This design comes from an exercise in tuning for small area, a short achievable clock period and few clock cycles on the open sky130 flow, not from production work. RTL that was checked went through simulation tests only; none was proved equivalent to the original. No activity file was given, so power comes from the tool's default toggle rates.

==> flow/design.v (excerpt) <==
module cpu_system(
    input          clk,
    input          reset,
    output         imem_read,
    output [5:0]   imem_addr,
    input  [127:0] imem_rdata,
    input          imem_busywait,
    output         dmem_read,
    output         dmem_write,
    output [5:0]   dmem_addr,
    output [31:0]  dmem_wdata,
    input  [31:0]  dmem_rdata,
    input          dmem_busywait,
    output         ret_valid,
    output [31:0]  ret_pc,
    output         ret_rf_we,
    output [2:0]   ret_rf_waddr,
    output [7:0]   ret_rf_wdata
);
    localparam OP_LOADI = 4'd0,  OP_ADD = 4'd1,  OP_SUB = 4'd2,  OP_OR  = 4'd3,
               OP_AND   = 4'd4,  OP_NOP = 4'd5,  OP_BEQ = 4'd6,  OP_BNE = 4'd7,
               OP_LSL   = 4'd8,  OP_LSR = 4'd9,  OP_ASR = 4'd10, OP_ROR = 4'd11,
               OP_LWI   = 4'd12, OP_LWD = 4'd13, OP_SWI = 4'd14, OP_SWD = 4'd15;
    function [15:0] compress(input [31:0] ins, input [7:0] pclo);
        reg [4:0]  op;
        reg [2:0]  rd, rs, rt;
        reg [7:0]  tgt;
        reg [14:0] nb;
        begin
            op  = ins[28:24];
            rd  = ins[18:16];
            rs  = ins[10:8];
            rt  = ins[2:0];
            tgt = pclo + 8'd1 + ins[23:16];
            case (op)
                5'd0:  nb = {OP_OR,  rd, 2'b00, rt, rt};
                5'd1:  nb = {OP_LOADI, rd, ins[7:0]};
                5'd2:  nb = {OP_ADD, rd, 2'b00, rs, rt};
                5'd3:  nb = {OP_SUB, rd, 2'b00, rs, rt};
                5'd4:  nb = {OP_OR,  rd, 2'b00, rs, rt};
  ...
clock: 10.0 ns
lec_check: 0
cap_margin: 20
core_margin: 2
core_utilization: 70
cts_buf_list: sky130_fd_sc_hd__clkbuf_16
cts_cluster_diameter: 60
cts_cluster_size: 25
slew_margin: 20
standard.sh (not shown) runs the stock make flow with config.mk's settings and CLKGATE_MAP_FILE= SYNTH_SCRIPT=/design/flow/synth_recipe.tcl, a recipe that flattens the netlist after the stock synthesis.
==> flow/flow/run.sh <==
#!/bin/bash
# The standard layout (the standard.sh), with timing repair aiming below
# the clock period, and plain buffers on the ports. The whole make output goes
# to standard_flow.log here; each tool's own log is under orfs/logs/.
set -euo pipefail
bash standard.sh SETUP_SLACK_MARGIN=8 TNS_END_PERCENT=0 "BUFFER_PORTS_ARGS=-buffer_cell sky130_fd_sc_hd__buf_2" finish > standard_flow.log 2>&1
Testbench counts at the start, summed over its fixed seeds: cycles 132,922.
Edit:
--- a/flow/config.mk
+++ b/flow/config.mk
@@ -10,4 +10,4 @@
-export CORE_UTILIZATION = 70
-export CTS_BUF_LIST = sky130_fd_sc_hd__clkbuf_16
-export CTS_CLUSTER_DIAMETER = 60
-export CTS_CLUSTER_SIZE = 25
+export CORE_UTILIZATION = 75
+export CTS_BUF_LIST = sky130_fd_sc_hd__clkbuf_8
+export CTS_CLUSTER_DIAMETER = 45
+export CTS_CLUSTER_SIZE = 14
What happened:
- The changed run went through all stages and came out clean
- core utilization goes up by 4.9 points
- design area goes down slightly
- area after synthesis does not change
- routed wire length goes up by a few percent
- sequential share of layout area goes up by 0.37 points
- via count goes up by a few percent
- combinational power goes up slightly
- power goes down by a few percent
Edit:
--- a/flow/config.mk
+++ b/flow/config.mk
@@ -10 +10 @@
-export CORE_UTILIZATION = 75
+export CORE_UTILIZATION = 70
What happened:
- fmax is higher slightly
- via count fell by a few percent
- routed wire length shrinks by roughly a tenth
- clock-buffer cell count goes up by 4
- sequential cell count stays the same
- combinational power drops by a few percent
- worst hold slack gains 16 ps
- setup slack improved by 20 ps

---

Setup of job 5465:
Another version of the RTL of cpu_system (not shown whole).
For scale: roughly 1100 flip-flops, ~260 I/O pins.
clock: 10.0 ns
lec_check: 0
abc_area: 1
cap_margin: 20
core_margin: 2
core_utilization: 70
cts_buf_list: sky130_fd_sc_hd__clkbuf_8
slew_margin: 20
Scripts as last shown in full above: flow/flow/run.sh
Job 5465: no failed stages, no open violations at the end
diff inputs: job 5465 => job 6236
diff --git a/flow/config.mk b/flow/config.mk
--- a/flow/config.mk
+++ b/flow/config.mk
@@ -8 +7,0 @@
-export ABC_AREA = 1
[summary]
Non-clock buffer instance count of the final layout ended up about 1.1% lower on job 6236 than on job 5465. Of job 6236 and job 5465, job 5465 shows the higher layout net count, with job 6236 below it. Of the two values seen for master of the slowest instance on the critical path, sky130_fd_sc_hd__edfxtp_1 was produced by job 5465 and sky130_fd_sc_hd__or4_4 by job 6236. Relative to job 5465, the final cell area reported for job 6236 is lower. Diff job 5465 -> job 6236 | length in cells of the worst reg-to-reg path | decrease of 5. In the flow results for job 6236 and job 5465, the area growth from synthesis to layout is smaller on job 5465. Compared with job 5465, in job 6236 sequential cell area in the final layout neither gained nor lost much; combinational cell fraction of total power comparable; slew at the pin closest to its max-slew limit shows a reduction of 0.022 ns. As of job 6236, total of cells resized after clock tree synthesis had risen by more than 10% compared to job 5465. From job 5465 to job 6236 the numbers moved as follows: final period utilization moved up, number of antenna violations at the first check in global routing down 4.
Function was not checked in any run of this note: the RTL went through the layout flow alone.

---

== garnet ==
Another version of the RTL of cpu_system (not shown whole).
Size: about 3,600 cells after synthesis, roughly 1,100 flip-flops, ~0.051 mm^2 of cells after synthesis.
## cpu_system
module cpu_system(
    input          clk,
    input          reset,
    output         imem_read,
    output [5:0]   imem_addr,
    input  [127:0] imem_rdata,
    input          imem_busywait,
    output         dmem_read,
    output         dmem_write,
    output [5:0]   dmem_addr,
    output [31:0]  dmem_wdata,
    input  [31:0]  dmem_rdata,
    input          dmem_busywait,
    output         ret_valid,
    output [31:0]  ret_pc,
    output         ret_rf_we,
    output [2:0]   ret_rf_waddr,
    output [7:0]   ret_rf_wdata
);
clock: 10.0 ns
lec_check: 0
cap_margin: 20
core_margin: 2
core_utilization: 40
slew_margin: 20
==> flow/flow/run.sh <==
#!/bin/bash
# The standard layout (the standard.sh), with timing repair aiming below
# the clock period. The whole make output goes to standard_flow.log here; each
# tool's own log is under orfs/logs/.
set -euo pipefail
bash standard.sh SETUP_SLACK_MARGIN=6.5 TNS_END_PERCENT=0 finish > standard_flow.log 2>&1
Changes in sierra relative to garnet:
Settings: setting SETUP_SLACK_MARGIN to 5 for the first time; setting TNS_END_PERCENT to 0 for the first time; setting CTS_BUF_LIST to sky130_fd_sc_hd__clkbuf_8 for the first time; changing CORE_UTILIZATION from 40 to 55.
==> flow/run.sh (new file) <==
#!/bin/bash
# synth_recipe.tcl (not shown) runs the flow's synth.tcl, then flattens the netlist and writes it again
# the make line also repeats each setting of config.mk as NAME=value (left out here)
make -C /OpenROAD-flow-scripts/flow DESIGN_CONFIG=/design/flow/config.mk WORK_HOME=/design/flow/orfs CLKGATE_MAP_FILE= SYNTH_SCRIPT=/design/flow/synth_recipe.tcl finish
removed: flow/flow/run.sh
removed: flow/standard.sh
Results
Diff garnet -> sierra: final HPWL from detailed placement rose by about 0.9%, number of standard-cell rows in the floorplan fell by about 15%, total negative setup slack stayed essentially flat.
For raven, these inputs were changed with respect to sierra:
Settings: TNS_END_PERCENT no longer set, was 0; SETUP_SLACK_MARGIN no longer set, was 5.
==> flow/flow/run.sh (new file) <==
#!/bin/bash
# The standard layout (the standard.sh), with timing repair aiming below
# the clock period, and plain buffers on the ports. The whole make output goes
# to standard_flow.log here; each tool's own log is under orfs/logs/.
set -euo pipefail
bash standard.sh SETUP_SLACK_MARGIN=6.5 TNS_END_PERCENT=0 "BUFFER_PORTS_ARGS=-buffer_cell sky130_fd_sc_hd__buf_2" finish > standard_flow.log 2>&1
==> flow/standard.sh (new file) <==
#!/bin/bash
# synth_recipe.tcl (not shown) runs the flow's synth.tcl, then flattens the netlist and writes it again
# the make line also repeats each setting of config.mk as NAME=value (left out here)
make -C /OpenROAD-flow-scripts/flow DESIGN_CONFIG=/design/flow/config.mk WORK_HOME=/design/flow/orfs CLKGATE_MAP_FILE= SYNTH_SCRIPT=/design/flow/synth_recipe.tcl "${@:-finish}"
removed: flow/run.sh
--- outcome ---
Initial antenna violation count was higher in raven than in sierra. In the metrics for raven and sierra, the one carrying the lower total vias in the final route is sierra. Largest incremental delay on the critical path came out lower on raven than on sierra. Launch point of the critical path: imem_rdata[34] -> sierra, xiaddr -> raven. Total routed wirelength is lower on sierra. raven vs sierra, instance count: raven higher.
Relative to raven, the following input files were edited for delta:
Settings: CTS_BUF_LIST: sky130_fd_sc_hd__clkbuf_8 -> unset; CORE_UTILIZATION: 55 -> 40.
==> flow/flow/run.sh <==
#!/bin/bash
# The standard layout (the standard.sh), with timing repair aiming below
# the clock period. The whole make output goes to standard_flow.log here; each
# tool's own log is under orfs/logs/.
set -euo pipefail
bash standard.sh SETUP_SLACK_MARGIN=6.5 finish > standard_flow.log 2>&1
[summary]
Total number of cells along the worst setup path up 6 in delta wrt raven
delta gives less power density normalized to cell area than raven did.
~same count of multi-input combinational gates in delta and raven
Relative contribution of the clock network to total power is lower on raven
Net switching power: delta vs raven up about 4.7%
Compared with raven, delta shows a period utilization that is 0.88 points lower.
No run of this note included a check of the RTL's function; only the layout flow was run.

---

lane 1:
Another version of the RTL of cpu_system (not shown whole).
Size: ~260 I/O pins.
export LEC_CHECK = 0
export CAP_MARGIN = 20
export CORE_MARGIN = 2
export CORE_UTILIZATION = 55
export CTS_BUF_LIST = sky130_fd_sc_hd__clkbuf_8
export SLEW_MARGIN = 20
create_clock -name core_clock -period 10.0 [get_ports {clk}]
==> flow/flow/run.sh <==
#!/bin/bash
# The standard layout (the standard.sh), with timing repair aiming below
# the clock period, and plain buffers on the ports. The whole make output goes
# to standard_flow.log here; each tool's own log is under orfs/logs/.
set -euo pipefail
bash standard.sh SETUP_SLACK_MARGIN=6.5 TNS_END_PERCENT=0 "BUFFER_PORTS_ARGS=-buffer_cell sky130_fd_sc_hd__buf_2" finish > standard_flow.log 2>&1
Testbench counts of lane 1, summed over its fixed seeds: cycles 133,427.
Setup changes, lane 1 to lane 2
# lane 1
export LEC_CHECK = 0
export CAP_MARGIN = 20
export CORE_MARGIN = 2
export CORE_UTILIZATION = 55
export CTS_BUF_LIST = sky130_fd_sc_hd__clkbuf_8
export SLEW_MARGIN = 20
create_clock -name core_clock -period 10.0 [get_ports {clk}]
# lane 2
export LEC_CHECK = 0
export CAP_MARGIN = 20
export CORE_MARGIN = 2
export CORE_UTILIZATION = 65
export CTS_BUF_LIST = sky130_fd_sc_hd__clkbuf_8
export SLEW_MARGIN = 20
create_clock -name core_clock -period 10.0 [get_ports {clk}]
-- flow/flow/run.sh --
<<< lane 1, line 5
set -euo pipefail
bash standard.sh SETUP_SLACK_MARGIN=6.5 TNS_END_PERCENT=0 "BUFFER_PORTS_ARGS=-buffer_cell sky130_fd_sc_hd__buf_2" finish > standard_flow.log 2>&1
>>> lane 2, line 5
set -euo pipefail
bash standard.sh SETUP_SLACK_MARGIN=7 TNS_END_PERCENT=0 "BUFFER_PORTS_ARGS=-buffer_cell sky130_fd_sc_hd__buf_2" finish > standard_flow.log 2>&1
Results
Lane 2: PASS, flow complete, no timing, DRC or antenna violations. Initial standard-cell utilization of the core (lane 2 over lane 1): increase, 10 points. Looking at internal cell power across lane 1 and lane 2, the one that comes out higher is lane 1. Compared with lane 1, lane 2 shows x dimension of the die lower by 24 um. Between lane 1 and lane 2, the flow reports number of resized instances in the post-cts repair step increasing by more than 10%. Measured against each other, lane 1 and lane 2 differ in number of logic stages on the critical path including buffering, the higher figure coming from lane 1. Lane 2: final net count is 18 higher than what lane 1 reported. Taking lane 1 as the reference point, the total power of lane 2 falls by 58 uW.

[what the ideal ports hide]
In the flow no input, the clock included, has a driving cell. The finished layouts below were timed again as built, in two steps.
Step 1 sets driving cells, clkbuf_16 on the clock port and buf_2 on the other inputs (assumed; they add their load-dependent delay and slew).
Step 2 moves the port delays by t, midway between the first and last clock arrival at a register: inputs arrive t later, outputs are due t later. That takes back most of the time a late clock gives input paths.
Three values: ideal, step 1, step 2; two values: the first two.
run | t (ns) | setup slack, ns | worst hold slack (ns) | slew at the worst register clock pin (ns)
the first run of note 1 | 0.703 | 6.422 / 6.422 / 5.851 | 0.399 / 0.399 / 0.399 | 0.10 / 0.10
the second run of note 1 | 0.841 | 6.405 / 6.388 / 5.631 | 0.372 / 0.372 / 0.372 | 0.11 / 0.11
the third run of note 1 | 0.825 | 6.426 / 6.408 / 5.655 | 0.388 / 0.388 / 0.388 | 0.10 / 0.10
job 5465 | 0.895 | 6.389 / 6.323 / 5.601 | 0.413 / 0.413 / 0.413 | 0.07 / 0.07
job 6236 | 0.893 | 6.144 / 6.144 / 5.388 | 0.379 / 0.379 / 0.379 | 0.07 / 0.07
garnet | 0.818 | 5.919 / 5.919 / 5.197 | 0.403 / 0.403 / 0.403 | 0.07 / 0.07
sierra | 0.919 | 5.088 / 5.094 / 4.215 | 0.441 / 0.441 / 0.441 | 0.07 / 0.07
raven | 0.929 | 6.039 / 6.039 / 5.163 | 0.440 / 0.440 / 0.440 | 0.07 / 0.07
delta | 0.818 | 6.127 / 6.127 / 5.696 | 0.408 / 0.408 / 0.408 | 0.07 / 0.07
lane 1 | 0.903 | 6.234 / 6.234 / 5.404 | 0.439 / 0.439 / 0.439 | 0.07 / 0.07
lane 2 | 0.885 | 6.362 / 6.362 / 5.579 | 0.417 / 0.417 / 0.417 | 0.07 / 0.07
After both steps setup and hold are still met in every run listed. The setup slack of raven, which loses most, moves by 0.000 ns with the drivers and by -0.876 ns with both steps.
